This is an optimization exercise on Yosys and OpenROAD, whose aim is small area, not a production implementation.
In this exercise RTL edits were held to simulation tests only and were not proved equivalent to the original.
No activity file was given, so power comes from the tool's default toggle rates.

`design/flow/config.mk`:
```
export PLATFORM = sky130hd
export DESIGN_NAME = Top_basys3
export DESIGN_NICKNAME = Top_basys3
export VERILOG_FILES = /design/flow/design.v
export SDC_FILE = /design/flow/constraint.sdc
export NUM_CORES = 4
export LEC_CHECK = 0
export CAP_MARGIN = 20
export CORE_MARGIN = 2
export CORE_UTILIZATION = 40
export PLACE_DENSITY = 0.6
export SLEW_MARGIN = 20
```
`design/flow/constraint.sdc`:
```
create_clock -name core_clock -period 6.0 [get_ports {clk}]
set_input_delay 1.2000 -clock core_clock [delete_from_list [all_inputs] [get_ports {clk}]]
set_output_delay 1.2000 -clock core_clock [all_outputs]
set_load 0.01 [all_outputs]
```
`design/flow/design.v`:
```
`timescale 1ns / 1ps
module clk_psc(
    input  logic clk,
    input  logic reset,
    output logic tick
);
    localparam int PSC_BIT = 6;
    logic [PSC_BIT:0] myreg;
    always_ff @(posedge clk)
        if (reset) myreg <= '0;
        else       myreg <= myreg + 1;
    assign tick = (myreg == {1'b0, {PSC_BIT{1'b1}}});
endmodule
`timescale 1ns / 1ps
module clock(
    input  logic       clk, reset,
    output logic [3:0] hora_d, hora_u, min_d, min_u
);
    localparam int TICKS_PER_SEC = 40;
    logic [5:0]  contador;    
    logic [5:0]  segundos;    
    logic [3:0]  mins_u;
    logic [3:0]  mins_d;
    logic [3:0]  horas_u;
    logic [3:0]  horas_d;
    always_ff @(posedge clk) begin
        if (reset) begin
            contador <= '0; segundos <= '0;
            mins_u <= '0; mins_d <= '0;
            horas_u <= '0; horas_d <= '0;
        end else begin
            if (contador == TICKS_PER_SEC - 1) begin
                contador <= '0;
                if (segundos == 59) begin
                    segundos <= 0;
                    if (mins_u == 9) begin
                        mins_u <= 0;
                        if (mins_d == 5) begin
                            mins_d <= 0;
                            if (horas_d == 2 && horas_u == 3) begin
                                horas_d <= 0; horas_u <= 0;  
                            end else if (horas_u == 9) begin
                                horas_u <= 0; horas_d <= horas_d + 1;
                            end else begin
                                horas_u <= horas_u + 1;
                            end
                        end else begin
                            mins_d <= mins_d + 1;
                        end
                    end else begin
                        mins_u <= mins_u + 1;
                    end
                end else begin
                    segundos <= segundos + 1;
                end
            end else begin
                contador <= contador + 1;
            end
        end
    end
    assign min_u  = mins_u;
    assign min_d  = mins_d;
    assign hora_u = horas_u;
    assign hora_d = horas_d;
endmodule
`timescale 1ns / 1ps
module debouncer(
  input  logic clk,
  input  logic reset,
  input  logic btn_raw,
  output logic btn_stable
);
  logic [5:0] cnt;
  logic sync0, sync1;
  always_ff @(posedge clk) begin
    if (reset) begin
      sync0 <= 1'b0;
      sync1 <= 1'b0;
      cnt <= '0;
      btn_stable <= 1'b0;
    end else begin
      sync0 <= btn_raw;
      sync1 <= sync0;
      if (sync1) begin
        if (&cnt) btn_stable <= 1'b1;
        else      cnt <= cnt + 1;
      end else begin
        if (&cnt) btn_stable <= 1'b0;
        else      cnt <= cnt + 1;
      end
    end
  end
endmodule
`timescale 1ns / 1ps
module one_pulse(
  input  logic clk,
  input  logic reset,
  input  logic din,
  output logic pulse
);
  logic d_ff;
  always_ff @(posedge clk) begin
    if (reset) begin
      pulse <= 1'b0;
      d_ff  <= 1'b0;
    end else begin
      pulse <= din & ~d_ff;
      d_ff  <= din;
    end
  end
endmodule
`timescale 1ns / 1ps
module display_7segments(
    input  logic       clk,
    input  logic       reset,
    input  logic [3:0] d3, d2, d1, d0,    
    output logic [3:0] enabled,      
    output logic [6:0] ag            
);
    localparam int REFRESH = 5;
    logic [2:0]  conteo;   
    logic [1:0]  fsm;
    logic [3:0]  display_number;
    always_ff @(posedge clk) begin
        if (reset) begin
            conteo <= '0;
            fsm    <= '0;
        end else if (conteo == REFRESH - 1) begin
            conteo <= 0;
            fsm    <= fsm + 1;
        end else begin
            conteo <= conteo + 1;
        end
    end
    always_comb begin
        case (fsm)
            2'b00: begin enabled = 4'b1110; display_number = d0; end  
            2'b01: begin enabled = 4'b1101; display_number = d1; end  
            2'b10: begin enabled = 4'b1011; display_number = d2; end  
            2'b11: begin enabled = 4'b0111; display_number = d3; end  
        endcase
    end
    always_comb begin
        unique case (display_number)
            4'd0: ag = 7'b1000000;
            4'd1: ag = 7'b1111001;
            4'd2: ag = 7'b0100100;
            4'd3: ag = 7'b0110000;
            4'd4: ag = 7'b0011001;
            4'd5: ag = 7'b0010010;
            4'd6: ag = 7'b0000010;
            4'd7: ag = 7'b1111000;
            4'd8: ag = 7'b0000000;
            4'd9: ag = 7'b0010000;
            default: ag = 7'b1111111;  
        endcase
    end
endmodule
`timescale 1ns / 1ps
module M1_Moore(
    input  logic clk,
    input  logic en,
    input  logic iT,
    input  logic iM,
    input  logic R,
    output logic T, V,
    output logic [1:0] D
);
    typedef enum logic [2:0] {S0, S1, S2, S3} statetype;
    statetype state, nextstate;
    always_ff @(posedge clk)
        if (R)       state <= S0;
        else if (en) state <= nextstate;
    always_comb begin
        nextstate = state;
        case (state)
            S0: if (iT) nextstate = S1;
            S1: if (iM) nextstate = S2;
            S2: if (iM) nextstate = S3;
            S3: if (R)  nextstate = S0;
        endcase
    end
    always_comb begin
        T=0; V=0; D=2'b00;
        case (state)
            S0: begin T=0; V=0; D=2'b00; end
            S1: begin T=1; V=0; D=2'b00; end
            S2: begin T=1; V=0; D=2'b01; end
            S3: begin T=1; V=1; D=2'b10; end
        endcase
    end
endmodule
`timescale 1ns / 1ps
module M2_Mealy(
    input  logic clk,
    input  logic en,
    input  logic R,     
    input  logic T,     
    input  logic V,     
    input  logic C,     
    output logic [1:0] TAL
);
    typedef enum logic [1:0] {S0, S1, S2, S3} statetype;
    statetype state, nextstate;
    typedef enum logic [1:0] {DOWN, UP_START, UP, DOWN_START} outtype;
    outtype tal;
    always_ff @(posedge clk) begin
        if (R)       state <= S0;
        else if (en) state <= nextstate;
    end
    always_comb begin
        nextstate = state;
        case (state)
            S0: if (T & V & C) nextstate = S1;
            S1: if (T & V & C) nextstate = S2;
            S2: if (!C)        nextstate = S3;
            S3: if (!C)        nextstate = S0;
        endcase
    end
    always_comb begin
        tal = DOWN;
        case (state)
            S0: tal = (T & V & C) ? UP_START : DOWN;
            S1: tal = (T & V & C) ? UP       : UP_START;
            S2: tal = (!C)        ? DOWN_START : UP;
            S3: tal = (!C)        ? DOWN       : DOWN_START;
        endcase
    end
    assign TAL = tal;
endmodule
`timescale 1ns / 1ps
module Top_FSM(
    input  logic clk,
    input  logic en,    
    input  logic R,
    input  logic iT,    
    input  logic iM,    
    input  logic C,     
    output logic T1, V1,            
    output logic [1:0] D1,          
    output logic [1:0] TAL2         
);
    logic V2;
    typedef enum logic [1:0] {DOWN, UP_START, UP, DOWN_START} tal_state_t;
    tal_state_t TAL_text;
    M1_Moore Maquina_sellado (
        .clk(clk),
        .en(en),
        .iT(iT),
        .iM(iM),
        .R(R),
        .T(T1),
        .V(V1),
        .D(D1)
    );
    assign V2 = V1;
    M2_Mealy Talanquera (
        .clk(clk),
        .en(en),
        .R(R),
        .T(~iT),
        .V(V2),
        .C(C),
        .TAL(TAL2)
    );
    always_comb begin
        case(TAL2)
            2'b00: TAL_text = DOWN;
            2'b01: TAL_text = UP_START;
            2'b10: TAL_text = UP;
            2'b11: TAL_text = DOWN_START;
            default: TAL_text = DOWN;
        endcase
    end
endmodule
`timescale 1ns / 1ps
module Top_basys3(
  input  logic        clk,       
  input  logic        btnC,      
  input  logic        btnU,      
  input  logic [2:0]  sw,        
  output logic [3:0]  an,        
  output logic [6:0]  seg,       
  output logic        dp         
);
  logic fsm_tick;
  clk_psc clock_div (
    .clk(clk),
    .reset(btnC),
    .tick(fsm_tick)          
  );
  logic T1, V1;
  logic [1:0] D1, TAL2;
  Top_FSM sistema (
    .clk(clk),
    .en(fsm_tick),
    .R(btnC),
    .iT(sw[0]),
    .iM(sw[1]),
    .C(sw[2]),
    .T1(T1),
    .V1(V1),
    .D1(D1),
    .TAL2(TAL2)
  );
  logic [3:0] hora_d, hora_u, min_d, min_u;
  clock reloj_inst(
    .clk   (clk),
    .reset (btnC),
    .hora_d(hora_d),
    .hora_u(hora_u),
    .min_d (min_d),
    .min_u (min_u)
  );
  logic btn_db, btn_pulse;
  logic show_clock;          
  debouncer db(.clk(clk), .reset(btnC), .btn_raw(btnU), .btn_stable(btn_db));
  one_pulse  op(.clk(clk), .reset(btnC), .din(btn_db), .pulse(btn_pulse));
  always_ff @(posedge clk) begin
    if (btnC) show_clock <= 1'b0;   
    else if (btn_pulse) show_clock <= ~show_clock;
  end
  logic [3:0] d3, d2, d1_bcd, d0_bcd;
  always_comb begin
    if (show_clock) begin
      d3 = hora_d;             
      d2 = hora_u;             
      d1_bcd = min_d;          
      d0_bcd = min_u;          
    end else begin
      d3 = {2'b00, TAL2};      
      d2 = 4'hF;               
      d1_bcd = 4'hF;           
      d0_bcd = {2'b00, D1};    
    end
  end
  display_7segments disp(
    .clk(clk),
    .reset(btnC),
    .d3 (d3),
    .d2 (d2),
    .d1 (d1_bcd),
    .d0 (d0_bcd),
    .enabled(an),
    .ag(seg)
  );
  assign dp = 1'b1;  
endmodule
```
`design/flow/run.sh`:
```
#!/bin/bash
# synth_recipe.tcl (not shown) runs the flow's synth.tcl, then flattens the netlist and writes it again
# the make line also repeats each setting of config.mk as NAME=value (left out here)
make -C /OpenROAD-flow-scripts/flow DESIGN_CONFIG=/design/flow/config.mk WORK_HOME=/design/flow/orfs CLKGATE_MAP_FILE= SYNTH_SCRIPT=/design/flow/synth_recipe.tcl finish
```
==> PnR_summary.wiki, run 1 <==
{| class="wikitable"
! Metric !! Value
|-
| Most frequently used flop master after synthesis || dfxtp_1
|-
| PwrDens || ~190 nW/um2
|-
| Worst setup slack for register-to-register paths || roughly 3.7 ns
|-
| Most frequent cell on the critical path || clkdlybuf4s50_1
|-
| Overflow left after global routing || 0
|-
| Cells on worst reg2reg path || 6
|-
| Number of failing setup endpoints in the final timing report || 0
|-
| Required time of the worst setup path || around 4.8 ns
|-
| Number of design-rule violations left by the first detailed-router iteration || between 100 and 150
|-
| Cell at the slowest stage of the critical path || clkdlybuf4s50_1
|-
| Number of failing hold endpoints at the final stage || 0
|-
| CTS sink cnt || 56
|-
| Crit path setup slack, layout || roughly 0.73 ns
|-
| Final net count || ~400
|-
| Setup bufs post-CTS || 0
|-
| Family with the most delay on the worst path || buffers and inverters
|-
| Via count of the first global-routing pass || roughly 2200
|-
| WHS Endpoint || op.pulse
|-
| Logic depth of the worst setup path including buffers || 11
|-
| Worst hold path stage count || 1
|-
| TritonCTS clock tree || done
|-
| Run status || finished clean
|-
| Number of cell rows || 32
|-
| Final wirelength || 5430 um
|-
| Antenna Violating Nets Remaining || 0
|-
| Die height || 91.8 um
|-
| Critical path buffer and inverter count || 3
|-
| Skew-Pair Late Insertion Delay || approximately 0.30 ns
|-
| Max Cap Violations || 0
|-
| Path type of the worst setup path || input pin to output pin
|-
| CTS Buf Count || 5
|-
| Post-cts sizing count || 0
|-
| Area overhead of the layout relative to synthesis || 9.62%
|-
| Ratio of cells with drive above 1 in the final layout || 4.09%
|-
| Total number of vias || roughly 2400
|-
| Distinct cell type count after synthesis || 53
|-
| Post-Syn Nets || just under 400
|-
| Final RePlAce weighted congestion || 0.751
|-
| Unrepaired setup endpoints after global routing || false
|-
| Tightest slew margin relative to the limit || around a third
|-
| Share of flip-flops with an asynchronous set or reset after synthesis || 0%
|-
| Crit-path max cell delay || 0.55 ns
|-
| Post-Place Setup Slack || ~0.76 ns
|-
| Final cell area excluding filler cells || 3380 um2
|-
| Highest clock frequency the design can meet || approximately 0.19 GHz
|-
| Transition time at the pin with the least slew margin || 0.990 ns
|-
| Max rail drop VDD || between 0.0001 and 0.00015 V
|-
| Length of the first detailed-routing pass in iterations || 4
|-
| Max-slew violation count || 0
|-
| Mean area per synthesized cell || 8.61 um2
|-
| Area after DPL || roughly 3300 um2
|-
| CP endpoint kind || output pin
|-
| Clock root buffer master || clkbuf_8
|-
| H-tree level count || 2
|-
| Portion of the clock cycle consumed by the worst path in the final layout || between 80% and 90%
|-
| Area of the core || 7610 um2
|-
| Clock period minus final worst setup slack || roughly 5.3 ns
|-
| Clock transition time at the flip-flop clock pins of the worst setup and hold paths || ~0.10 ns
|-
| Hold Path Class || flip-flop to flip-flop
|-
| Leak pwr || between 1 and 1.5 nW
|-
| Worst flop-to-flop path endpoint || reloj_inst.horas_d[3]
|-
| Highest fanout seen on the critical path || 5
|-
| Netlist area before placement || around 3000 um2
|-
| IO Port Bufs || 16
|-
| Number of flip-flops and latches in the synthesized netlist || 56
|-
| Cells along the critical path || clkdlybuf4s50_1 > mux2_2 > a211oi_1 > o2111ai_1 > and2_1 > inv_1 > ha_1 > nor3_1 > nor2_1 > a311o_1 > clkdlybuf4s50_1
|-
| Largest clock skew in the final design || between 0.002 and 0.003 ns
|-
| I/O Pins || 18
|-
| Arrival time worst endpoint || 4.07 ns
|-
| Detailed-route DRC error count || 0
|-
| Final routed wire length divided by cell count || approximately 12 um
|-
| Number of enable-type register cells in the synthesized netlist || 0
|-
| Count of hold-fix buffers inserted at cts || 0
|-
| Startpoint type of the worst setup path || input pin
|-
| Antenna fix cells || 0
|-
| Syn. warnings || 9
|-
| X dimension of the die || between 90 and 100 um
|-
| Placed wire-length estimate after detailed placement || roughly 3800 um
|-
| Total negative setup slack || 0 ns
|-
| Leading cell type in the layout, fill and taps excluded || dfxtp_1
|-
| Cells after Synth || between 300 and 400
|-
| Maximum number of pins on one net before global-route repair || 56
|-
| Die ar. || about 8400 um2
|-
| Initial Util || 40.5%
|-
| Commonest cells after routing, fill and taps aside || 56 x dfxtp_1, 39 x nor2_1, 30 x ha_1, 24 x a21oi_1, 21 x inv_1
|-
| Via density per instance || between 5 and 6
|-
| First-pass GRT wire length || 9680 um
|-
| Worst Min Path Start || op.d_ff
|-
| Sequential fraction of the synthesis area || 36.4%
|-
| Maximum number of buffers from clock root to sink || 2
|-
| Total track usage || 13.5%
|-
| Number of antenna violations at the first check in global routing || 0
|-
| Worst reg2reg path startpoint || reloj_inst.contador[0]
|}
-- how the worst max path moves through the flow --
stage	from	endpoint	slack (ns)
2_1_floorplan	sw[2]	seg[3]	1.82
3_3_place_gp	sw[2]	seg[3]	0.79
3_5_place_dp	sw[2]	seg[3]	0.76
4_1_cts	sw[2]	seg[3]	0.73
5_1_grt	sw[2]	seg[3]	0.57
6_report	sw[2]	seg[3]	0.73
-- flip-flops by register name, summed over array words and instances (netlist names), 2 cells and up --
register                       cells
sistema.Talanquera.state           2
reloj_inst.horas_u                 4
reloj_inst.mins_u                  4
reloj_inst.contador                6
clock_div.myreg                    7
reloj_inst.segundos                6
sistema.Maquina_sellado.state      2
reloj_inst.horas_d                 4
reloj_inst.mins_d                  4
disp.conteo                        3
db.cnt                             6
disp.fsm                           2
-- metal layers --
metal / vias to the layer above / wire length (um) / global-route usage [%]
li1: 1262 / - / -
met5: - / 0 / 0
met3: 2 / 162 / 2.96
met2: 26 / 2490 / 22.5
met4: 0 / 15 / 2.24
met1: 1087 / 2760 / 18.2
-- Yosys cell counts, drive strengths merged (4+ instances only) --
cell | instances | area [um2]
dfxtp | 56 | 1120
nor2 | 39 | 146
ha | 30 | 375
a21oi | 25 | 129
inv | 21 | 78.8
nand2 | 18 | 67.6
nand3 | 17 | 97.6
o21ai | 17 | 85.1
nor3 | 11 | 55.1
mux2i | 10 | 100
xnor2 | 10 | 87.6
clkbuf | 9 | 33.8
nor2b | 9 | 56.3
or3 | 8 | 50.1
xor2 | 8 | 70.1
buf | 6 | 41.3
and3 | 5 | 31.3
nand3b | 5 | 37.5
a22oi | 4 | 30.0
and2 | 4 | 25.0
nor3b | 4 | 30.0
or4 | 4 | 30.0
-- cell families (layout without fill, tap and decap cells) --
family | count (synthesis) | after routing | share of synthesized area (%)
AND/OR/NAND/NOR | 138 | 138 | 24.0
multiplexers | 11 | 11 | 3.61
flip-flops | 56 | 56 | 36.4
adder cells (fa/ha/maj) | 30 | 30 | 12.2
other | 1 | 1 | 0.122
buffers and inverters | 36 | 45 | 4.99
AO/OA/AOI/OAI | 68 | 68 | 13.6
XOR/XNOR | 18 | 18 | 5.11
-- power breakdown --
group	total (mW)	leakage (nW)	switching (mW)	internal, mW
Sequential	0.385	0.454	0.00584	0.379
Combinational	0.0391	0.738	0.0204	0.0186
Clock	0.209	0.0414	0.125	0.0835
-- stage by stage --
stage / hold WS, ns / utilization, % / cells / total power [mW]
after floorplan: 0.367 / - / 358 / 0.421
after global placement: 0.372 / 43.3 / 461 / 0.432
after detailed placement: 0.381 / 43.3 / 461 / 0.433
after CTS: 0.396 / 44.4 / 469 / 0.643
after global routing: 0.415 / 44.4 / 469 / 0.662
final: 0.390 / 44.4 / 469 / 0.633
-- layout make-up --
class,count,area [um2]
Clock buffer,6,72.6
Clock inverter,2,16.3
Fill cell,766,4230
Inverter,21,78.8
Multi-Input combinational cell,266,1810
Sequential cell,56,1120
Tap cell,102,128
Timing Repair Buffer,16,155
==> run 2, diff against run 1 <==
==> design/flow/design.v (replaced) <==
`timescale 1ns / 1ps
module Top_basys3(
  input  logic        clk,
  input  logic        btnC,
  input  logic        btnU,
  input  logic [2:0]  sw,
  output logic [3:0]  an,
  output logic [6:0]  seg,
  output logic        dp
);
  logic       rst;
  assign rst = btnC;
  logic [6:0] p;
  logic [2:0] r;
  logic [3:0] q;
  logic       r4, q14, p_hi, tick, mtick;
  assign r4    = r[2];                     
  assign q14   = q[3] & q[2] & q[1];       
  assign p_hi  = &p[5:1];                  
  assign tick  = p_hi & p[0] & ~p[6];      
  assign mtick = (&p[4:0]) & r4 & q14;     
  always_ff @(posedge clk) begin
    if (rst) begin
      p <= '0;
      r <= '0;
      q <= '0;
    end else begin
      p <= p + 7'd1;
      r <= r4 ? 3'd0 : r + 3'd1;
      if (r4) q <= q14 ? 4'd0 : q + 4'd1;
    end
  end
  logic [3:0] mu, hu;
  logic [2:0] md;
  logic [1:0] hd;
  logic       mu9, md5, hu9, h23;
  assign mu9 = mu[3] & mu[0];
  assign md5 = md[2] & md[0];
  assign hu9 = hu[3] & hu[0];
  assign h23 = hd[1] & hu[1] & hu[0];
  always_ff @(posedge clk) begin
    if (rst) begin
      mu <= '0; md <= '0; hu <= '0; hd <= '0;
    end else if (mtick) begin
      if (mu9) begin
        mu <= '0;
        if (md5) begin
          md <= '0;
          if (h23) begin
            hu <= '0; hd <= '0;
          end else if (hu9) begin
            hu <= '0; hd <= hd + 2'd1;
          end else begin
            hu <= hu + 4'd1;
          end
        end else begin
          md <= md + 3'd1;
        end
      end else begin
        mu <= mu + 4'd1;
      end
    end
  end
  logic [1:0] m1;
  logic       V1;
  logic [1:0] D1;
  assign V1 = m1[1] & m1[0];
  assign D1 = {V1, m1[1] & ~m1[0]};
  logic [1:0] m2, tal;
  logic       go, C;
  assign C  = sw[2];
  assign go = ~sw[0] & V1 & C;
  always_comb begin
    case (m2)
      2'd0: tal = go ? 2'd1 : 2'd0;
      2'd1: tal = go ? 2'd2 : 2'd1;
      2'd2: tal = C  ? 2'd2 : 2'd3;
      2'd3: tal = C  ? 2'd3 : 2'd0;
    endcase
  end
  always_ff @(posedge clk) begin
    if (rst) begin
      m1 <= 2'd0;
      m2 <= 2'd0;
    end else if (tick) begin
      case (m1)
        2'd0: if (sw[0]) m1 <= 2'd1;
        2'd1: if (sw[1]) m1 <= 2'd2;
        2'd2: if (sw[1]) m1 <= 2'd3;
        default: ;
      endcase
      m2 <= tal;
    end
  end
  logic sync0, sync1, sat, stable, dly, pulse, show_clock;
  always_ff @(posedge clk) begin
    sync0 <= btnU;
    sync1 <= sync0;
    dly   <= stable;
    if (rst) begin
      sat        <= 1'b0;
      stable     <= 1'b0;
      pulse      <= 1'b0;
      show_clock <= 1'b0;
    end else begin
      sat        <= sat | p_hi;           
      stable     <= sat & sync1;
      pulse      <= stable & ~dly;
      show_clock <= show_clock ^ pulse;
    end
  end
  logic [1:0] f;
  assign f = p[1:0] - r[1:0];
  logic [3:0] v;
  always_comb begin
    case (f)
      2'd0: v = show_clock ? mu           : {2'b00, D1};
      2'd1: v = show_clock ? {1'b0, md}   : 4'hF;
      2'd2: v = show_clock ? hu           : 4'hF;
      2'd3: v = show_clock ? {2'b00, hd}  : {2'b00, tal};
    endcase
  end
  always_comb begin
    case (f)
      2'd0: an = 4'b1110;
      2'd1: an = 4'b1101;
      2'd2: an = 4'b1011;
      2'd3: an = 4'b0111;
    endcase
  end
  always_comb begin
    case (v)
      4'd0: seg = 7'b1000000;
      4'd1: seg = 7'b1111001;
      4'd2: seg = 7'b0100100;
      4'd3: seg = 7'b0110000;
      4'd4: seg = 7'b0011001;
      4'd5: seg = 7'b0010010;
      4'd6: seg = 7'b0000010;
      4'd7: seg = 7'b1111000;
      4'd8: seg = 7'b0000000;
      4'd9: seg = 7'b0010000;
      default: seg = 7'b1111111;
    endcase
  end
  assign dp = 1'b1;
endmodule
--- a/design/flow/config.mk
+++ b/design/flow/config.mk
@@ -7,2 +7,3 @@
 export LEC_CHECK = 0
+export ABC_AREA = 1
 export CAP_MARGIN = 20
==> PnR_summary.wiki, run 2 <==
{| class="wikitable"
! Metric !! Value
|-
| Count of hold-fix buffers inserted at cts || 0 (unchanged)
|-
| Multiplexer share of the synthesized area || 0% (-3.6 points)
|-
| Cell at the slowest stage of the critical path || clkdlybuf4s50_1
|-
| Max-slew violation count || 0 (unchanged)
|-
| Antenna Violating Nets Remaining || 0 (unchanged)
|-
| Arrival time worst endpoint || 3.49 ns (-0.58 ns)
|-
| Post-synthesis compound-gate area fraction || 10.1% (-3.5 points)
|-
| Maximum number of pins on one net before global-route repair || 18 (-68%)
|-
| Simple-gate share of the synthesized area || 33.1% (+9.2 points)
|-
| Path type of the worst setup path || input pin to output pin
|-
| Mean area per synthesized cell || 7.20 um2 (-16%)
|-
| Total negative setup slack || 0 ns (unchanged)
|-
| Max Cap Violations || 0 (unchanged)
|-
| Area of the core || 5170 um2 (-32%)
|-
| Number of flip-flops and latches in the synthesized netlist || 38 (-32%)
|-
| Cells after Synth || 303 (-15%)
|-
| Max rail drop VDD || 0.000206 V (+64%)
|-
| CP endpoint kind || output pin
|-
| Post-cts sizing count || 0 (unchanged)
|-
| Family with the most delay on the worst path || buffers and inverters
|-
| Tightest slew margin relative to the limit || 62.8% (+29 points)
|-
| First-pass GRT wire length || 7160 um (-26%)
|-
| Area overhead of the layout relative to synthesis || 16.6%
|-
| Top cell type's share of synthesized area || 34.9% (-1.5 points)
|-
| Placed wire-length estimate after detailed placement || 3060 um (-21%)
|-
| Cells on worst reg2reg path || 13 (+7)
|-
| Cell types with the largest area share after synthesis || dfxtp_1 35%, nand2_1 13%, ha_1 11%
|-
| Final RePlAce weighted congestion || 0.848 (+13%)
|-
| Clock transition time at the flip-flop clock pins of the worst setup and hold paths || 0.07 ns (-0.03 ns)
|-
| Parity-gate share of the synthesized area counting xor and xnor cells || 2.01% (-3.1 points)
|-
| Detailed-route DRC error count || 0 (unchanged)
|-
| Number of cell rows || 26 (-19%)
|-
| Distinct cell type count after synthesis || 35 (-34%)
|-
| Hold Path Class || flip-flop to flip-flop
|-
| Antenna fix cells || 0 (unchanged)
|-
| Cells along the critical path || clkdlybuf4s50_1 > inv_1 > nand2_1 > nand2_1 > nand3_1 > nand2_1 > nor2_1 > o21ai_2 > inv_1 > ha_1 > nand3b_1 > nand3_1 > nand2_1 > clkdlybuf4s50_1
|-
| Post-synth top cells || 75 x nand2_1, 41 x inv_1, 38 x dfxtp_1
|-
| Crit path setup slack, layout || 1.31 ns (+0.583 ns)
|-
| CTS sink cnt || 38 (-32%)
|-
| Via density per instance || 4.65 (-8.3%)
|-
| Skew-Pair Late Insertion Delay || 0.29 ns (about the same)
|-
| Share of flip-flops with an asynchronous set or reset after synthesis || 0% (unchanged)
|-
| Total number of vias || 1822 (-23%)
|-
| Startpoint type of the worst setup path || input pin
|-
| Post-synthesis share of cell area spent on full adders, half adders and majority gates || 10.9% (-1.3 points)
|-
| Syn. warnings || 1 (-8)
|-
| Die height || 77.9 um (-15%)
|-
| Number of design-rule violations left by the first detailed-router iteration || 67 (-48%)
|-
| Portion of the clock cycle consumed by the worst path in the final layout || 78.2% (-9.7 points)
|-
| Number of failing hold endpoints at the final stage || 0 (unchanged)
|-
| Number of antenna violations at the first check in global routing || 0 (unchanged)
|-
| Required time of the worst setup path || 4.80 ns (about the same)
|-
| PwrDens || 281 nW/um2 (+50%)
|-
| Overflow left after global routing || 0 (unchanged)
|-
| Unrepaired setup endpoints after global routing || false
|-
| Crit-path max cell delay || 0.52 ns (-0.03 ns)
|-
| Length of the first detailed-routing pass in iterations || 4 (unchanged)
|-
| TritonCTS clock tree || done
|-
| Via count of the first global-routing pass || 1681 (-24%)
|-
| Final net count || 346 (-14%)
|-
| Cell type contributing the most total cell area after synthesis || dfxtp_1
|-
| Highest fanout seen on the critical path || 5 (unchanged)
|-
| Total placed cells including tap cells || 384 (-17%)
|-
| Largest clock skew in the final design || 0.00864 ns (+0.00597 ns)
|-
| Post-Place Setup Slack || 1.30 ns (+0.543 ns)
|-
| Number of failing setup endpoints in the final timing report || 0 (unchanged)
|-
| Final routed wire length divided by cell count || 10.0 um (-13%)
|-
| Clock period minus final worst setup slack || 4.69 ns (-0.583 ns)
|-
| Number of enable-type register cells in the synthesized netlist || 0 (unchanged)
|-
| Clock root buffer master || clkbuf_8
|-
| Netlist area before placement || 2180 um2 (-29%)
|-
| Die ar. || 6060 um2 (-28%)
|-
| Setup bufs post-CTS || 0 (unchanged)
|-
| Most frequent cell on the critical path || nand2_1
|-
| I/O Pins || 18 (unchanged)
|-
| Main combinational cell family by area after synthesis || simple AND/OR/NAND/NOR gates
|-
| Non-filler cells, final || 392 (-16%)
|-
| Total track usage || 14.5% (+1.0 points)
|-
| Leading cell type in the layout, fill and taps excluded || nand2_1
|-
| Transition time at the pin with the least slew margin || 0.557 ns (-0.433 ns)
|-
| Ratio of cells with drive above 1 in the final layout || 9.63% (+5.5 points)
|-
| Largest register by flop count || p
|-
| Leak pwr || 1.13 nW (-8.8%)
|-
| Worst hold path stage count || 0 (-1)
|-
| X dimension of the die || 77.9 um (-15%)
|-
| Post-Syn Nets || 328 (-17%)
|-
| Highest clock frequency the design can meet || 0.213 GHz (+12%)
|-
| Initial Util || 42.2% (+1.7 points)
|-
| Commonest cells after routing, fill and taps aside || 75 x nand2_1, 41 x inv_1, 38 x dfxtp_1, 32 x nor2_1
|-
| H-tree level count || 2 (unchanged)
|-
| Logic depth of the worst setup path including buffers || 14 (+3)
|-
| IO Port Bufs || 16 (unchanged)
|-
| Final wirelength || 3930 um (-28%)
|-
| Dominant cell by count in the synthesized netlist || nand2_1
|-
| Sequential fraction of the synthesis area || 34.9% (-1.5 points)
|-
| CTS Buf Count || 5 (unchanged)
|-
| Number of flip-flops under the largest register name || 7 (unchanged)
|-
| Maximum number of buffers from clock root to sink || 2 (unchanged)
|-
| Critical path buffer and inverter count || 4 (+1)
|-
| Most frequently used flop master after synthesis || dfxtp_1
|-
| Run status || finished clean
|}
==> run 2: cell types whose count changed after synthesis, sizes merged, moves of 8 or more <==
cell / before / now
a21oi: 25 / 14
clkbuf: 9 / 1
dfxtp: 56 / 38
ha: 30 / 19
inv: 21 / 44
mux2i: 10 / 0
nand2: 18 / 82
nor2b: 9 / 0
nor3: 11 / 3
or3: 8 / 0
xnor2: 10 / 1
==> run 2: report_power, final <==
group,leakage [nW],switching [mW],internal [mW]
clock network,0.0714,0.0881,0.177
registers,0.308,0.00388,0.256
logic,0.746,0.103,0.0874
==> run 2: worst paths after layout <==
path / slack (ns) / start / end
max: 1.31 / sw[2] / seg[3]
min: 0.33 / sync0 / sync1
max reg2reg: 3.90 / p[1] / hd[1]
min reg2reg: 0.33 / sync0 / sync1
==> run 2: layer usage <==
layer | GRT usage, % | wire (um)
met1 | 18.3 | 2040
met5 | 0 | 0
met3 | 4.42 | 160
met4 | 5.18 | 57
met2 | 23.3 | 1680
==> run 2: layout make-up <==
type	instances	area (um2)
clock buffer	6	82.6
multi-input combinational	216	1230
sequential	38	761
timing repair buffer	16	160
fill	531	2630
inverter	44	165
tap	70	87.6
clock inverter	2	60.1
==> run 2: through the flow <==
step           utilization, %  total power [mW]  instance area (um2)  hold slack (ns)
4_1_cts                  49.2             0.724                 2540            0.340
5_1_grt                  49.2             0.764                 2540            0.345
2_1_floorplan               -             0.381                 2180            0.310
6_report                 49.2             0.716                 2540            0.333
3_3_place_gp             46.4             0.458                 2400            0.326
3_5_place_dp             46.4             0.458                 2400            0.316
==> run 2: kinds of logic (layout without fill, tap and decap cells) <==
logic type      after synthesis  in the layout
other cells                   1              1
buf+inv                      49             68
flops                        38             38
compound gates               37             37
xor+xnor                      5              5
simple gates                154            154
fa+ha+maj                    19             19
==> run 3, diff against run 2 <==
--- a/design/flow/config.mk
+++ b/design/flow/config.mk
@@ -7,3 +7,2 @@
 export LEC_CHECK = 0
-export ABC_AREA = 1
 export CAP_MARGIN = 20
==> PnR_summary.wiki, run 3 <==
{| class="wikitable"
! Metric !! Value
|-
| Number of failing setup endpoints in the final timing report || 0 (unchanged)
|-
| Maximum number of buffers from clock root to sink || 2 (unchanged)
|-
| Maximum number of pins on one net before global-route repair || 36 (+18)
|-
| Commonest cells after routing, fill and taps aside || 38 x dfxtp_1, 22 x nand2_1, 21 x nor2_1, 19 x ha_1, 18 x a21oi_1
|-
| Met1 routing resource usage after global routing || 19.2% (+0.83 points)
|-
| Total track usage || 14.4% (-0.096 points)
|-
| Hold Path Class || flip-flop to flip-flop
|-
| Run status || finished clean
|-
| TritonCTS clock tree || done
|-
| Unrepaired setup endpoints after global routing || false
|-
| Syn. warnings || 1 (unchanged)
|-
| Netlist area before placement || 2140 um2 (-2.1%)
|-
| Final cell area excluding filler cells || 2410 um2 (-5.1%)
|-
| Post-cts sizing count || 0 (unchanged)
|-
| Portion of the clock cycle consumed by the worst path in the final layout || 87.0% (+8.8 points)
|-
| Final wirelength || 4000 um (+1.9%)
|-
| Setup bufs post-CTS || 0 (unchanged)
|-
| Leak pwr || 0.950 nW (-16%)
|-
| Sequential fraction of the synthesis area || 35.6% (+0.73 points)
|-
| Die ar. || 5940 um2 (-2.0%)
|-
| Via density per instance || 5.08 (+9.3%)
|-
| Switching share of total power || 30.2% (+2.9 points)
|-
| Crit path setup slack, layout || 0.778 ns (-0.530 ns)
|-
| Initial Util || 41.6% (-0.61 points)
|-
| PwrDens || 276 nW/um2 (-2.0%)
|-
| Met2 Use GR || 23.2% (-0.12 points)
|-
| Required time of the worst setup path || 4.80 ns (about the same)
|-
| Beginning of the critical path || sw[2]
|-
| First-pass GRT wire length || 7120 um (-0.59%)
|-
| Largest clock skew in the final design || 0.00842 ns (-0.000213 ns)
|-
| Tightest slew margin relative to the limit || 61.7% (-1.1 points)
|-
| Area after DPL || 2320 um2 (-3.3%)
|-
| CP endpoint kind || output pin
|-
| Path type of the worst setup path || input pin to output pin
|-
| Area of the core || 5140 um2 (-0.63%)
|-
| Ratio of cells with drive above 1 in the final layout || 5.41% (-4.2 points)
|-
| Dominant cell by count in the synthesized netlist || dfxtp_1
|-
| Highest clock frequency the design can meet || 0.192 GHz (-10%)
|-
| Mean area per synthesized cell || 8.65 um2 (+20%)
|-
| Cells after Synth || 247 (-18%)
|-
| Met3 track demand over resource in global routing || 3.53% (-0.89 points)
|-
| Highest fanout seen on the critical path || 5 (unchanged)
|-
| Worst hold margin || 0.330 ns (-0.00328 ns)
|-
| Via count of the first global-routing pass || 1585 (-5.7%)
|-
| CTS sink cnt || 38 (unchanged)
|-
| IO Port Bufs || 16 (unchanged)
|-
| Leading cell type in the layout, fill and taps excluded || dfxtp_1
|-
| Cells along the critical path || clkdlybuf4s50_1 > or4bb_1 > and4_1 > o32ai_2 > nand2_1 > ha_1 > nor3_1 > a211oi_1 > clkdlybuf4s50_1
|-
| Antenna fix cells || 0 (unchanged)
|-
| Logic gate share of total power || 34.2% (+7.6 points)
|-
| Transition time at the pin with the least slew margin || 0.574 ns (+0.0175 ns)
|-
| Most used routing layer || met2
|-
| Overflow left after global routing || 0 (unchanged)
|-
| Max-slew violation count || 0 (unchanged)
|-
| Placed wire-length estimate after detailed placement || 2890 um (-5.3%)
|-
| Number of design-rule violations left by the first detailed-router iteration || 66 (-1.5%)
|-
| Internal power of the cells || 0.465 mW (-11%)
|-
| Number of flip-flops and latches in the synthesized netlist || 38 (unchanged)
|-
| Total negative setup slack || 0 ns (unchanged)
|-
| Area overhead of the layout relative to synthesis || 13.0%
|-
| Skew-Pair Late Insertion Delay || 0.29 ns (about the same)
|-
| Worst reg2reg path startpoint || p[1]
|-
| Filler Cells Inserted || 556 (+4.7%)
|-
| Total number of vias || 1671 (-8.3%)
|-
| X dimension of the die || 77.1 um (-0.98%)
|-
| Final net count || 283 (-18%)
|-
| Clock period minus final worst setup slack || 5.22 ns (+0.530 ns)
|-
| Max Cap Violations || 0 (unchanged)
|-
| Number of flip-flops under the largest register name || 7 (unchanged)
|-
| Most frequent cell on the critical path || clkdlybuf4s50_1
|-
| I/O Pins || 18 (unchanged)
|-
| Cell at the slowest stage of the critical path || clkdlybuf4s50_1
|-
| Length of the first detailed-routing pass in iterations || 4 (unchanged)
|-
| Detailed-route DRC error count || 0 (unchanged)
|-
| H-tree level count || 2 (unchanged)
|-
| Share of flip-flops with an asynchronous set or reset after synthesis || 0% (unchanged)
|-
| Post-synth top cells || 38 x dfxtp_1, 22 x nand2_1, 21 x nor2_1
|-
| Number of antenna violations at the first check in global routing || 0 (unchanged)
|-
| Final core area utilization || 47.0% (-2.2 points)
|-
| Post-Syn Nets || 272 (-17%)
|-
| Cell types with the largest area share after synthesis || dfxtp_1 36%, ha_1 11%, a21oi_1 4.2%
|-
| Top cell type's share of synthesized area || 35.6% (+0.73 points)
|-
| Count of hold-fix buffers inserted at cts || 0 (unchanged)
|-
| Startpoint type of the worst setup path || input pin
|-
| P_sw || 0.201 mW (+3.1%)
|-
| Number of cell rows || 26 (unchanged)
|-
| Number of failing hold endpoints at the final stage || 0 (unchanged)
|-
| Worst Min Path Start || sync0
|-
| Most frequently used flop master after synthesis || dfxtp_1
|-
| Sequential cell fraction of total power || 39.3% (+3.0 points)
|-
| Clk pwr share || 26.5% (-11 points)
|-
| Clock transition time at the flip-flop clock pins of the worst setup and hold paths || 0.06 ns (about the same)
|-
| Arrival time worst endpoint || 4.02 ns (+0.53 ns)
|-
| Crit-path max cell delay || 0.57 ns (+0.05 ns)
|-
| Final routed wire length divided by cell count || 12.2 um (+21%)
|-
| Clock root buffer master || clkbuf_8
|-
| Number of enable-type register cells in the synthesized netlist || 0 (unchanged)
|-
| Max rail drop VDD || 0.000134 V (-35%)
|-
| Antenna Violating Nets Remaining || 0 (unchanged)
|-
| Largest register by flop count || p
|-
| Cell type contributing the most total cell area after synthesis || dfxtp_1
|-
| Final RePlAce weighted congestion || 0.775 (-8.5%)
|-
| Die height || 77.1 um (-0.98%)
|-
| CTS Buf Count || 5 (unchanged)
|-
| Post-Place Setup Slack || 0.748 ns (-0.552 ns)
|-
| Distinct cell type count after synthesis || 49 (+40%)
|}
[run 3: cell types whose count changed after synthesis, sizes merged, moves of 8 or more]
cell / change
nand2: -60
inv: -33
nand3: -18
nor2: -15
clkbuf: +8
nor3: +8
[run 3: cell families (layout without fill, tap and decap cells)]
family,count (synthesis),after routing,synth area share [%]
xor+xnor,12,12,5.56
flops,38,38,35.6
buf+inv,24,36,5.15
compound gates,50,50,15.5
other cells,1,1,0.175
mux,6,6,2.81
simple gates,97,97,24.1
fa+ha+maj,19,19,11.1
[run 3: power by group through the flow]
stage	Combinational, mW	Sequential, mW	Clock [mW]
2_1_floorplan	0.141	0.266	0
6_report	0.228	0.262	0.177
3_3_place_gp	0.229	0.267	0
5_1_grt	0.253	0.262	0.196
3_5_place_dp	0.230	0.267	0
4_1_cts	0.231	0.261	0.185
[run 3: worst paths after layout]
check	depth (start not counted)	slack, ns	endpoint
max reg2reg	8	3.55	hd[1]
min	0	0.33	sync1
max	9	0.78	seg[3]
min reg2reg	0	0.33	sync1
[run 3: area by class of cell]
class                      count  area, um2  area share (%)
inverter                      11       41.3            1.71
clock buffer                   7       86.3            3.58
multi-input combinational    185       1270            52.4
timing repair buffer          17        168            6.94
sequential                    38        761            31.5
tap                           70       87.6            3.63
clock inverter                 1       5.00           0.207
[run 3: routing by layer]
metal / wire length (um) / part of all wire (%) / vias to the layer above
met5: 0 / 0 / -
met4: 53 / 1.3 / 0
met3: 137 / 3.4 / 5
met2: 1770 / 44 / 25
met1: 2040 / 51 / 754
li1: - / - / 887
[run 3: critical path: cells and delay by family]
| family | cells | cell delay [ns] |
|---|---|---|
| buffers and inverters | 2 | 1.08 |
| and+or+nand+nor | 4 | 0.99 |
| AOI/OAI and AO/OA | 2 | 0.41 |
| adders and majority gates | 1 | 0.34 |
[run 3: through the flow]
step / power (mW) / std cells
final: 0.666 / 329
after global routing: 0.712 / 329
after CTS: 0.677 / 329
after detailed placement: 0.497 / 321
after global placement: 0.496 / 321
after floorplan: 0.407 / 247
==> run 4, diff against run 3 <==
==> design/flow/flow/run.sh (new file) <==
#!/bin/bash
cp standard.sh synth_recipe.tcl config.mk out/ 2>/dev/null
bash standard.sh > standard.log 2>&1
==> design/flow/standard.sh (new file) <==
#!/bin/bash
# synth_recipe.tcl (not shown) runs the flow's synth.tcl, then flattens the netlist and writes it again
# the make line also repeats each setting of config.mk as NAME=value (left out here)
make -C /OpenROAD-flow-scripts/flow DESIGN_CONFIG=/design/flow/config.mk WORK_HOME=/design/flow/orfs CLKGATE_MAP_FILE= SYNTH_SCRIPT=/design/flow/synth_recipe.tcl "${@:-finish}"
--- a/design/flow/config.mk
+++ b/design/flow/config.mk
@@ -10,2 +10,3 @@
 export CORE_UTILIZATION = 40
+export CTS_BUF_LIST = sky130_fd_sc_hd__clkbuf_4
 export PLACE_DENSITY = 0.6
removed: design/flow/run.sh
==> PnR_summary.wiki, run 4 <==
{| class="wikitable"
! Metric !! Value
|-
| Run status || finished clean
|-
| Count of hold-fix buffers inserted at cts || 0 (unchanged)
|-
| Leading cell type in the layout, fill and taps excluded || dfxtp_1
|-
| Total power draw || 0.619 mW (-7.1%)
|-
| Number of flip-flops under the largest register name || 7 (unchanged)
|-
| Area overhead of the layout relative to synthesis || 11.2%
|-
| Detailed-route DRC error count || 0 (unchanged)
|-
| Placed wire-length estimate after detailed placement || 2890 um (unchanged)
|-
| Post-synth top cells || 38 x dfxtp_1, 22 x nand2_1, 21 x nor2_1
|-
| Cell at the slowest stage of the critical path || clkdlybuf4s50_1
|-
| CTS sink cnt || 38 (unchanged)
|-
| Total placed cells including tap cells || 321 (unchanged)
|-
| Via count of the first global-routing pass || 1579 (-0.38%)
|-
| Cell types with the largest area share after synthesis || dfxtp_1 36%, ha_1 11%, a21oi_1 4.2%
|-
| Die height || 77.1 um (unchanged)
|-
| Number of enable-type register cells in the synthesized netlist || 0 (unchanged)
|-
| Max Cap Violations || 0 (unchanged)
|-
| TritonCTS clock tree || done
|-
| Worst flop-to-flop path endpoint || hd[1]
|-
| Distinct cell type count after synthesis || 49 (unchanged)
|-
| Post-Syn Nets || 272 (unchanged)
|-
| Cells along the critical path || clkdlybuf4s50_1 > or4bb_1 > and4_1 > o32ai_2 > nand2_1 > ha_1 > nor3_1 > a211oi_1 > clkdlybuf4s50_1
|-
| Maximum number of buffers from clock root to sink || 2 (unchanged)
|-
| Arrival time worst endpoint || 4.02 ns (about the same)
|-
| Sequential fraction of the synthesis area || 35.6% (unchanged)
|-
| Cells after Synth || 247 (unchanged)
|-
| Antenna Violating Nets Remaining || 0 (unchanged)
|-
| H-tree level count || 2 (unchanged)
|-
| Initial Util || 41.6% (unchanged)
|-
| Overflow left after global routing || 0 (unchanged)
|-
| Number of design-rule violations left by the first detailed-router iteration || 81 (+23%)
|-
| Largest register by flop count || p
|-
| Non-filler cells, final || 329 (unchanged)
|-
| Portion of the clock cycle consumed by the worst path in the final layout || 87.0% (about the same)
|-
| Unrepaired setup endpoints after global routing || false
|-
| Maximum number of pins on one net before global-route repair || 36 (unchanged)
|-
| Ratio of cells with drive above 1 in the final layout || 5.41% (unchanged)
|-
| Clock root buffer master || clkbuf_4
|-
| Share of flip-flops with an asynchronous set or reset after synthesis || 0% (unchanged)
|-
| Most frequently used flop master after synthesis || dfxtp_1
|-
| Length of the first detailed-routing pass in iterations || 4 (unchanged)
|-
| Worst setup slack for register-to-register paths || 3.54 ns (about the same)
|-
| Die ar. || 5940 um2 (unchanged)
|-
| Clock period minus final worst setup slack || 5.22 ns (-0.000759 ns)
|-
| Via density per instance || 5.14 (+1.1%)
|-
| Max rail drop VDD || 0.000197 V (+47%)
|-
| I/O Pins || 18 (unchanged)
|-
| Clock transition time at the flip-flop clock pins of the worst setup and hold paths || 0.10 ns (+0.04 ns)
|-
| Final wirelength || 4000 um (about the same)
|-
| Crit-path max cell delay || 0.57 ns (about the same)
|-
| Tightest slew margin relative to the limit || 62.3% (+0.61 points)
|-
| Number of cell rows || 26 (unchanged)
|-
| Commonest cells after routing, fill and taps aside || 38 x dfxtp_1, 22 x nand2_1, 21 x nor2_1, 19 x ha_1, 18 x a21oi_1
|-
| X dimension of the die || 77.1 um (unchanged)
|-
| First-pass GRT wire length || 7110 um (-0.18%)
|-
| Total number of vias || 1690 (+1.1%)
|-
| Highest clock frequency the design can meet || 0.192 GHz (about the same)
|-
| Total track usage || 14.4% (-0.025 points)
|-
| Number of flip-flops and latches in the synthesized netlist || 38 (unchanged)
|-
| Most frequent cell on the critical path || clkdlybuf4s50_1
|-
| Highest fanout seen on the critical path || 5 (unchanged)
|-
| Syn. warnings || 1 (unchanged)
|-
| Number of failing setup endpoints in the final timing report || 0 (unchanged)
|-
| Post-cts sizing count || 0 (unchanged)
|-
| Skew-Pair Late Insertion Delay || 0.34 ns (+0.05 ns)
|-
| Mean area per synthesized cell || 8.65 um2 (unchanged)
|-
| Top cell type's share of synthesized area || 35.6% (unchanged)
|-
| Capture point of the worst path || seg[3]
|-
| Total negative setup slack || 0 ns (unchanged)
|-
| Startpoint type of the worst setup path || input pin
|-
| PwrDens || 260 nW/um2 (-5.6%)
|-
| Leak pwr || 0.935 nW (-1.6%)
|-
| Cell type contributing the most total cell area after synthesis || dfxtp_1
|-
| Dominant cell by count in the synthesized netlist || dfxtp_1
|-
| Final routed wire length divided by cell count || 12.2 um (about the same)
|-
| Number of antenna violations at the first check in global routing || 0 (unchanged)
|-
| Beginning of the critical path || sw[2]
|-
| Hold Path Class || flip-flop to flip-flop
|-
| Cells on worst reg2reg path || 8 (unchanged)
|-
| Worst reg2reg path startpoint || p[1]
|-
| Required time of the worst setup path || 4.80 ns (about the same)
|-
| IO Port Bufs || 16 (unchanged)
|-
| Final net count || 283 (unchanged)
|-
| CTS Buf Count || 5 (unchanged)
|-
| CP endpoint kind || output pin
|-
| Antenna fix cells || 0 (unchanged)
|-
| Number of failing hold endpoints at the final stage || 0 (unchanged)
|-
| Path type of the worst setup path || input pin to output pin
|-
| Largest clock skew in the final design || 0.0141 ns (+0.00570 ns)
|-
| Setup bufs post-CTS || 0 (unchanged)
|-
| Max-slew violation count || 0 (unchanged)
|-
| Netlist area before placement || 2140 um2 (unchanged)
|-
| Area of the core || 5140 um2 (unchanged)
|-
| Final RePlAce weighted congestion || 0.775 (unchanged)
|-
| Transition time at the pin with the least slew margin || 0.565 ns (-0.00958 ns)
|}
-- run 4: cell counts after synthesis --
Identical to the previous run, type by type.
-- run 4: how the worst min path moves through the flow --
stage               start    end  slack [ns]  depth (start not counted)
finish              sync0  sync1        0.34                          0
global placement    sync0  sync1        0.31                          0
detailed placement  sync0  sync1        0.32                          0
global route        sync0  sync1        0.36                          0
floorplan           sync0  sync1        0.31                          0
CTS                 sync0  sync1        0.34                          0
-- run 4: final cells by class --
type / count / area, um2
fill: 565 / 2760
multi-input combinational: 185 / 1270
sequential: 38 / 761
timing repair buffer: 17 / 168
tap: 70 / 87.6
clock buffer: 6 / 45.0
inverter: 11 / 41.3
clock inverter: 2 / 8.76
-- run 4: power by group --
part	switching, mW	internal (mW)	total [mW]
sequential	0.00501	0.257	0.262
combinational	0.113	0.116	0.229
clock	0.0803	0.0486	0.129
-- run 4: stage by stage --
| stage | hold WS [ns] | util, % | setup slack [ns] | instance area (um2) |
|---|---|---|---|---|
| after floorplan | 0.310 | - | 1.84 | 2140 |
| after global placement | 0.312 | 45.2 | 0.813 | 2320 |
| after detailed placement | 0.316 | 45.2 | 0.748 | 2320 |
| after CTS | 0.342 | 46.3 | 0.747 | 2380 |
| after global routing | 0.355 | 46.3 | 0.487 | 2380 |
| final | 0.338 | 46.3 | 0.779 | 2380 |
-- run 4: per-layer routing --
metal	up-vias	routed length (um)	global-route usage, %
met3	6	134	3.41
met1	772	2040	19.2
met4	0	57	4.29
met2	27	1770	23.1
li1	885	-	-
met5	-	0	0
-- run 4: cells by family (layout without fill, tap and decap cells) --
kind of cell | count (synthesis) | in the layout | synth area share (%)
compound gates | 50 | 50 | 15.5
xor+xnor | 12 | 12 | 5.56
fa+ha+maj | 19 | 19 | 11.1
buf+inv | 24 | 36 | 5.15
flops | 38 | 38 | 35.6
mux | 6 | 6 | 2.81
other cells | 1 | 1 | 0.175
simple gates | 97 | 97 | 24.1
-- run 4: worst max-delay path: cells and delay by family --
| kind | cells | cell delay (ns) |
|---|---|---|
| buffers and inverters | 2 | 1.08 |
| and+or+nand+nor | 4 | 0.99 |
| AOI/OAI and AO/OA | 2 | 0.41 |
| adders and majority gates | 1 | 0.34 |
==> run 5, diff against run 4 <==
==> design/flow/flow/run.sh (replaced) <==
#!/bin/bash
# Own flow: the standard synthesis, then an area re-mapping of its
# combinational logic (registers untouched), then the standard layout
# with minimum-size port buffers and small clock-tree buffers.
set -euo pipefail
HERE=$PWD
RES=$HERE/orfs/results/$FLOW_PLATFORM/Top_basys3/base
LIB=$FLOW_HOME/platforms/$FLOW_PLATFORM/lib/sky130_fd_sc_hd__tt_025C_1v80.lib
YOSYS=$(command -v yosys || echo $FLOW_HOME/../tools/install/yosys/bin/yosys)

bash standard.sh $RES/1_2_yosys.v > $HERE/std_synth.log 2>&1
cp $RES/1_2_yosys.v $HERE/std_netlist.v
sed -e "s|LIBFILE|$LIB|g" -e "s|NETIN|$HERE/std_netlist.v|" -e "s|NETOUT|$HERE/reopt_netlist.v|" \
    -e "s|ABCSCRIPT|$HERE/flow/reopt.abc|" flow/reopt.ys > $HERE/reopt_run.ys
$YOSYS -s $HERE/reopt_run.ys > $HERE/reopt_yosys.log 2>&1
cp $HERE/reopt_netlist.v $RES/1_2_yosys.v
touch $RES/1_2_yosys.v $RES/1_2_yosys.sdc
bash standard.sh "BUFFER_PORTS_ARGS=-buffer_cell sky130_fd_sc_hd__buf_1" finish > $HERE/std_layout.log 2>&1
==> design/flow/flow/reopt.abc (new file) <==
strash; balance -l; resub -K 6 -l; rewrite -l; resub -K 6 -N 2 -l; refactor -l; resub -K 8 -l; balance -l; resub -K 8 -N 2 -l; rewrite -l; resub -K 10 -l; rewrite -z -l; resub -K 10 -N 2 -l; balance -l; resub -K 12 -l; refactor -z -l; resub -K 12 -N 2 -l; rewrite -z -l; balance -l; balance -l; resub -K 6 -l; rewrite -l; resub -K 6 -N 2 -l; refactor -l; resub -K 8 -l; balance -l; resub -K 8 -N 2 -l; rewrite -l; resub -K 10 -l; rewrite -z -l; resub -K 10 -N 2 -l; balance -l; resub -K 12 -l; refactor -z -l; resub -K 12 -N 2 -l; rewrite -z -l; balance -l; dch -f; amap
==> design/flow/flow/reopt.ys (new file) <==
# Re-map the combinational logic of the standard synthesis for area.
# The flip-flops are kept as black boxes, so every register keeps its
# instance name and cell type.
read_liberty -ignore_miss_func LIBFILE
blackbox sky130_fd_sc_hd__dfxtp_1
read_verilog NETIN
hierarchy -top Top_basys3
flatten
opt -full
abc -liberty LIBFILE -dont_use sky130_fd_sc_hd__probe* -dont_use sky130_fd_sc_hd__lpflow* -script ABCSCRIPT
opt_clean -purge
hilomap -singleton -hicell sky130_fd_sc_hd__conb_1 HI -locell sky130_fd_sc_hd__conb_1 LO
splitnets
opt_clean -purge
hierarchy -top Top_basys3
stat -liberty LIBFILE
write_verilog -noattr -nohex -nodec NETOUT
==> PnR_summary.wiki, run 5 <==
{| class="wikitable"
! Metric !! Value
|-
| Clock root buffer master || clkbuf_4
|-
| Worst flop-to-flop path endpoint || hd[1]
|-
| First-pass GRT wire length || 5150 um (-27%)
|-
| Startpoint type of the worst setup path || flip-flop
|-
| Maximum number of pins on one net before global-route repair || 22 (-39%)
|-
| Arrival time worst endpoint || 4.03 ns (about the same)
|-
| Count of hold-fix buffers inserted at cts || 0 (unchanged)
|-
| Post-cts sizing count || 0 (unchanged)
|-
| Internal power of the cells || 0.342 mW (-19%)
|-
| Clk pwr share || 26.4% (+5.6 points)
|-
| Cells on worst reg2reg path || 13 (+5)
|-
| Unrepaired setup endpoints after global routing || false
|-
| Via count of the first global-routing pass || 1246 (-21%)
|-
| Ratio of cells with drive above 1 in the final layout || 2.86% (-2.5 points)
|-
| Total power draw || 0.485 mW (-22%)
|-
| TritonCTS clock tree || done
|-
| Antenna Violating Nets Remaining || 0 (unchanged)
|-
| Die height || 67.9 um (-12%)
|-
| Total negative setup slack || 0 ns (unchanged)
|-
| Placed wire-length estimate after detailed placement || 2330 um (-19%)
|-
| Final RePlAce weighted congestion || 0.825 (+6.4%)
|-
| Largest clock skew in the final design || 0.00360 ns (-0.0105 ns)
|-
| Clock transition time at the flip-flop clock pins of the worst setup and hold paths || 0.10 ns (about the same)
|-
| Crit path setup slack, layout || 0.767 ns (-0.0121 ns)
|-
| CTS Buf Count || 5 (unchanged)
|-
| Number of failing setup endpoints in the final timing report || 0 (unchanged)
|-
| Initial Util || 41.1% (-0.43 points)
|-
| Tightest slew margin relative to the limit || 29.8% (-32 points)
|-
| CP endpoint kind || output pin
|-
| Overflow left after global routing || 0 (unchanged)
|-
| Number of design-rule violations left by the first detailed-router iteration || 85 (+4.9%)
|-
| Clock period minus final worst setup slack || 5.23 ns (+0.0121 ns)
|-
| Worst reg2reg path startpoint || p[0]
|-
| Beginning of the critical path || p[0]
|-
| Number of failing hold endpoints at the final stage || 0 (unchanged)
|-
| Max Cap Violations || 0 (unchanged)
|-
| Die ar. || 4610 um2 (-22%)
|-
| Number of cell rows || 23 (-12%)
|-
| Max-slew violation count || 0 (unchanged)
|-
| Final routed wire length divided by cell count || 10.4 um (-15%)
|-
| Cells after Synth || 222 (-10%)
|-
| IO Port Bufs || 16 (unchanged)
|-
| Total track usage || 15.0% (+0.64 points)
|-
| Highest fanout seen on the critical path || 9 (+4)
|-
| Total number of vias || 1450 (-14%)
|-
| Hold Path Class || flip-flop to flip-flop
|-
| Cell at the slowest stage of the critical path || o21ai_0
|-
| Crit-path max cell delay || 0.64 ns (+0.07 ns)
|-
| Post-Syn Nets || 228 (-16%)
|-
| Area overhead of the layout relative to synthesis || 10.7%
|-
| P_sw || 0.143 mW (-28%)
|-
| Area of the core || 3970 um2 (-23%)
|-
| Setup bufs post-CTS || 0 (unchanged)
|-
| X dimension of the die || 67.9 um (-12%)
|-
| Logic gate share of total power || 20.2% (-17 points)
|-
| Final wirelength || 3070 um (-23%)
|-
| Sequential cell fraction of total power || 53.3% (+11 points)
|-
| Highest clock frequency the design can meet || 0.191 GHz (-0.23%)
|-
| Skew-Pair Late Insertion Delay || 0.33 ns (about the same)
|-
| Via density per instance || 4.92 (-4.3%)
|-
| CTS sink cnt || 38 (unchanged)
|-
| Final net count || 251 (-11%)
|-
| Transition time at the pin with the least slew margin || 1.05 ns (+0.488 ns)
|-
| Run status || finished clean
|-
| Length of the first detailed-routing pass in iterations || 4 (unchanged)
|-
| Largest register by flop count || p
|-
| Capture point of the worst path || seg[4]
|-
| Path type of the worst setup path || flip-flop to output pin
|-
| Number of antenna violations at the first check in global routing || 0 (unchanged)
|-
| Leak pwr || 0.629 nW (-33%)
|-
| Leading cell type in the layout, fill and taps excluded || nor2_1
|-
| H-tree level count || 2 (unchanged)
|-
| I/O Pins || 18 (unchanged)
|-
| Netlist area before placement || 1630 um2 (-24%)
|-
| Syn. warnings || 1 (unchanged)
|-
| Cells along the critical path || clkinv_1 > o21ai_0 > clkinv_1 > nor2_1 > clkinv_1 > a211oi_1 > a21oi_1 > o21ai_0 > o21ai_0 > nor2_1 > a21oi_1 > clkinv_1 > o21ai_0 > nor2b_1 > a211oi_1 > nand2b_1 > buf_1
|-
| Max rail drop VDD || 0.000162 V (-18%)
|-
| Commonest cells after routing, fill and taps aside || 63 x nor2_1, 38 x dfxtp_1, 28 x clkinv_1, 16 x buf_1, 14 x nor3_1
|-
| PwrDens || 268 nW/um2 (+2.9%)
|-
| Detailed-route DRC error count || 0 (unchanged)
|-
| Mean area per synthesized cell || 7.36 um2 (-15%)
|-
| Number of flip-flops under the largest register name || 7 (unchanged)
|-
| Switching share of total power || 29.5% (-2.4 points)
|-
| Portion of the clock cycle consumed by the worst path in the final layout || 87.2% (+0.20 points)
|-
| Required time of the worst setup path || 4.80 ns (about the same)
|-
| Maximum number of buffers from clock root to sink || 2 (unchanged)
|-
| Antenna fix cells || 0 (unchanged)
|-
| Worst setup slack for register-to-register paths || 3.47 ns (-0.07 ns)
|-
| Post-Place Setup Slack || 1.03 ns (+0.280 ns)
|}
==> run 5: metal layers <==
layer / vias up / routed length [um] / track usage, %
li1: 801 / - / -
met1: 616 / 1610 / 18.5
met2: 26 / 1250 / 24.5
met3: 7 / 152 / 4.61
met4: 0 / 54 / 6.00
met5: - / 0 / 0
==> run 5: stage by stage <==
stage	hold WS (ns)	std cells	instance area, um2	utilization, %
3_3_place_gp	0.311	288	1760	44.2
4_1_cts	0.338	295	1810	45.6
5_1_grt	0.352	295	1810	45.6
6_report	0.335	295	1810	45.6
2_1_floorplan	0.310	222	1630	-
3_5_place_dp	0.314	288	1760	44.2
==> run 5: worst max-delay path: cells and delay by family (launching register included) <==
family                 cells  cell delay (ns)
AO/OA/AOI/OAI              8             1.69
buffers and inverters      5             0.88
flip-flops                 1             0.36
AND/OR/NAND/NOR            4             0.77
==> run 5: final cells by class <==
type	count	area (um2)
repair buffers	16	60.1
multi-input cells	156	768
well taps	50	62.6
inverters	28	105
clock buffers	7	52.6
fillers	397	2160
flip-flops and latches	38	761
==> run 5: power groups by stage <==
stage / registers (mW) / clock network [mW] / logic, mW
after CTS: 0.259 / 0.133 / 0.0986
after global placement: 0.264 / 0 / 0.0987
after floorplan: 0.264 / 0 / 0.0684
after global routing: 0.259 / 0.144 / 0.113
final: 0.259 / 0.128 / 0.0980
after detailed placement: 0.264 / 0 / 0.0983
==> run 5: worst min-delay path by stage <==
stage / from / end / slack (ns) / cells after the start
after floorplan: sync0 / sync1 / 0.31 / 0
after global placement: sync0 / sync1 / 0.31 / 0
after detailed placement: sync0 / sync1 / 0.31 / 0
after CTS: sync0 / sync1 / 0.34 / 0
after global routing: sync0 / sync1 / 0.35 / 0
final: sync0 / sync1 / 0.34 / 0
==> run 6, diff against run 5 <==
--- a/design/flow/flow/run.sh
+++ b/design/flow/flow/run.sh
@@ -17,2 +17,2 @@
 touch $RES/1_2_yosys.v $RES/1_2_yosys.sdc
-bash standard.sh "BUFFER_PORTS_ARGS=-buffer_cell sky130_fd_sc_hd__buf_1" finish > $HERE/std_layout.log 2>&1
+bash standard.sh "BUFFER_PORTS_ARGS=-buffer_cell sky130_fd_sc_hd__buf_1" "CTS_ARGS=-buf_list sky130_fd_sc_hd__clkbuf_4 -sink_clustering_enable -sink_clustering_size 20 -sink_clustering_max_diameter 300 -dont_use_dummy_load -repair_clock_nets" finish > $HERE/std_layout.log 2>&1
==> PnR_summary.wiki, run 6 <==
{| class="wikitable"
! Metric !! Value
|-
| Run status || finished clean
|-
| Largest clock skew in the final design || 0.00596 ns (+0.00236 ns)
|-
| Count of hold-fix buffers inserted at cts || 0 (unchanged)
|-
| Area overhead of the layout relative to synthesis || 9.80%
|-
| Clock transition time at the flip-flop clock pins of the worst setup and hold paths || 0.10 ns (about the same)
|-
| Number of failing setup endpoints in the final timing report || 0 (unchanged)
|-
| Post-cts sizing count || 0 (unchanged)
|-
| CTS Buf Count || 5 (unchanged)
|-
| P_sw || 0.141 mW (-1.8%)
|-
| Total negative setup slack || 0 ns (unchanged)
|-
| Area after DPL || 1760 um2 (unchanged)
|-
| Mean area per synthesized cell || 7.36 um2 (unchanged)
|-
| Number of failing hold endpoints at the final stage || 0 (unchanged)
|-
| Netlist area before placement || 1630 um2 (unchanged)
|-
| Tightest slew margin relative to the limit || 30.0% (+0.22 points)
|-
| Hold Path Class || flip-flop to flip-flop
|-
| Skew-Pair Late Insertion Delay || 0.33 ns (about the same)
|-
| CTS sink cnt || 38 (unchanged)
|-
| Placed wire-length estimate after detailed placement || 2330 um (unchanged)
|-
| Cells after Synth || 222 (unchanged)
|-
| Capture point of the worst path || seg[4]
|-
| First-pass GRT wire length || 5130 um (-0.41%)
|-
| Leak pwr || 0.620 nW (-1.5%)
|-
| Final routed wire length divided by cell count || 10.5 um (+1.0%)
|-
| Total number of vias || 1459 (+0.62%)
|-
| Via count of the first global-routing pass || 1239 (-0.56%)
|-
| Number of flip-flops under the largest register name || 7 (unchanged)
|-
| Die height || 67.9 um (unchanged)
|-
| Crit path setup slack, layout || 0.729 ns (-0.0380 ns)
|-
| Die ar. || 4610 um2 (unchanged)
|-
| Beginning of the critical path || p[0]
|-
| Max-slew violation count || 0 (unchanged)
|-
| Antenna fix cells || 0 (unchanged)
|-
| Ratio of cells with drive above 1 in the final layout || 2.06% (-0.80 points)
|-
| PwrDens || 261 nW/um2 (-2.6%)
|-
| Logic gate share of total power || 21.0% (+0.8 points)
|-
| Path type of the worst setup path || flip-flop to output pin
|-
| Number of cell rows || 23 (unchanged)
|-
| Syn. warnings || 1 (unchanged)
|-
| Worst reg2reg path startpoint || p[0]
|-
| Max rail drop VDD || 0.000162 V (about the same)
|-
| Internal power of the cells || 0.327 mW (-4.1%)
|-
| IO Port Bufs || 16 (unchanged)
|-
| Highest fanout seen on the critical path || 9 (unchanged)
|-
| Antenna Violating Nets Remaining || 0 (unchanged)
|-
| H-tree level count || 2 (unchanged)
|-
| Required time of the worst setup path || 4.80 ns (about the same)
|-
| Worst flop-to-flop path endpoint || hd[1]
|-
| Worst hold margin || 0.335 ns (-0.000413 ns)
|-
| Sequential cell fraction of total power || 55.2% (+1.9 points)
|-
| Unrepaired setup endpoints after global routing || false
|-
| Transition time at the pin with the least slew margin || 1.05 ns (-0.00323 ns)
|-
| Number of design-rule violations left by the first detailed-router iteration || 86 (+1.2%)
|-
| Detailed-route DRC error count || 0 (unchanged)
|-
| Portion of the clock cycle consumed by the worst path in the final layout || 87.9% (+0.63 points)
|-
| CP endpoint kind || output pin
|-
| Setup bufs post-CTS || 0 (unchanged)
|-
| Maximum number of pins on one net before global-route repair || 22 (unchanged)
|-
| TritonCTS clock tree || done
|-
| Leading cell type in the layout, fill and taps excluded || nor2_1
|-
| Number of antenna violations at the first check in global routing || 0 (unchanged)
|-
| Initial Util || 41.1% (unchanged)
|-
| Overflow left after global routing || 0 (unchanged)
|-
| Clock root buffer master || clkbuf_4
|-
| Switching share of total power || 30.1% (+0.51 points)
|-
| Cells on worst reg2reg path || 13 (unchanged)
|-
| Post-Place Setup Slack || 1.03 ns (unchanged)
|-
| Max Cap Violations || 0 (unchanged)
|-
| Area of the core || 3970 um2 (unchanged)
|-
| Arrival time worst endpoint || 4.07 ns (+0.04 ns)
|-
| Clk pwr share || 23.8% (-2.6 points)
|-
| Startpoint type of the worst setup path || flip-flop
|-
| Length of the first detailed-routing pass in iterations || 4 (unchanged)
|-
| Clock period minus final worst setup slack || 5.27 ns (+0.0380 ns)
|-
| Total track usage || 14.9% (-0.14 points)
|-
| Post-Syn Nets || 228 (unchanged)
|-
| I/O Pins || 18 (unchanged)
|-
| Commonest cells after routing, fill and taps aside || 63 x nor2_1, 38 x dfxtp_1, 28 x clkinv_1, 16 x buf_1, 14 x nor3_1
|-
| Final net count || 251 (unchanged)
|-
| Largest register by flop count || p
|-
| Final RePlAce weighted congestion || 0.825 (unchanged)
|-
| Final cell area excluding filler cells || 1790 um2 (-0.83%)
|-
| Highest clock frequency the design can meet || 0.190 GHz (-0.72%)
|-
| Via density per instance || 4.98 (+1.3%)
|-
| Maximum number of buffers from clock root to sink || 2 (unchanged)
|-
| Final wirelength || 3080 um (+0.33%)
|-
| X dimension of the die || 67.9 um (unchanged)
|-
| Worst setup slack for register-to-register paths || 3.46 ns (about the same)
|}
[run 6: worst min path at each step]
stage | end | slack, ns | depth (start not counted) | from
detailed placement | sync1 | 0.31 | 0 | sync0
floorplan | sync1 | 0.31 | 0 | sync0
CTS | sync1 | 0.34 | 0 | sync0
global placement | sync1 | 0.31 | 0 | sync0
finish | sync1 | 0.33 | 0 | sync0
global route | sync1 | 0.35 | 0 | sync0
[run 6: area by class of cell]
class / count / area [um2]
Multi-Input combinational cell: 156 / 768
Tap cell: 50 / 62.6
Timing Repair Buffer: 16 / 60.1
Clock buffer: 5 / 37.5
Inverter: 28 / 105
Fill cell: 397 / 2180
Sequential cell: 38 / 761
[run 6: layer usage]
metal,track usage (%),up-vias,share of wire [%]
li1,-,801,-
met1,18.6,626,51
met2,24.3,28,41
met3,4.61,4,5.8
met4,5.25,0,1.4
met5,0,-,0
[run 6: metrics by stage]
| step | power (mW) | utilization [%] | cells |
|---|---|---|---|
| 4_1_cts | 0.474 | 45.2 | 293 |
| 2_1_floorplan | 0.332 | - | 222 |
| 3_5_place_dp | 0.363 | 44.2 | 288 |
| 3_3_place_gp | 0.363 | 44.2 | 288 |
| 6_report | 0.468 | 45.2 | 293 |
| 5_1_grt | 0.499 | 45.2 | 293 |
[run 6: worst max-delay path: stages (launching register included)]
cell,delay (ns)
dfxtp_1,0.37
clkinv_1,0.14
o21ai_0,0.67
clkinv_1,0.42
nor2_1,0.23
clkinv_1,0.14
a211oi_1,0.21
a21oi_1,0.06
o21ai_0,0.32
o21ai_0,0.21
nor2_1,0.19
a21oi_1,0.08
clkinv_1,0.06
o21ai_0,0.10
nor2b_1,0.20
a211oi_1,0.07
nand2b_1,0.15
buf_1,0.13
[run 6: power groups by stage]
stage,Combinational (mW),Clock [mW],Sequential (mW)
final,0.0982,0.111,0.259
after global placement,0.0987,0,0.264
after detailed placement,0.0983,0,0.264
after CTS,0.0986,0.117,0.259
after floorplan,0.0684,0,0.264
after global routing,0.113,0.127,0.259

Re-timed with assumed drivers on the ports (clkbuf_16 on the clock, buf_2 on other inputs), run 6 has 0.706 ns of setup slack against 0.729 ns with ideal ports, and 1.011 ns once port delays also move by the mid clock arrival of 0.346 ns.
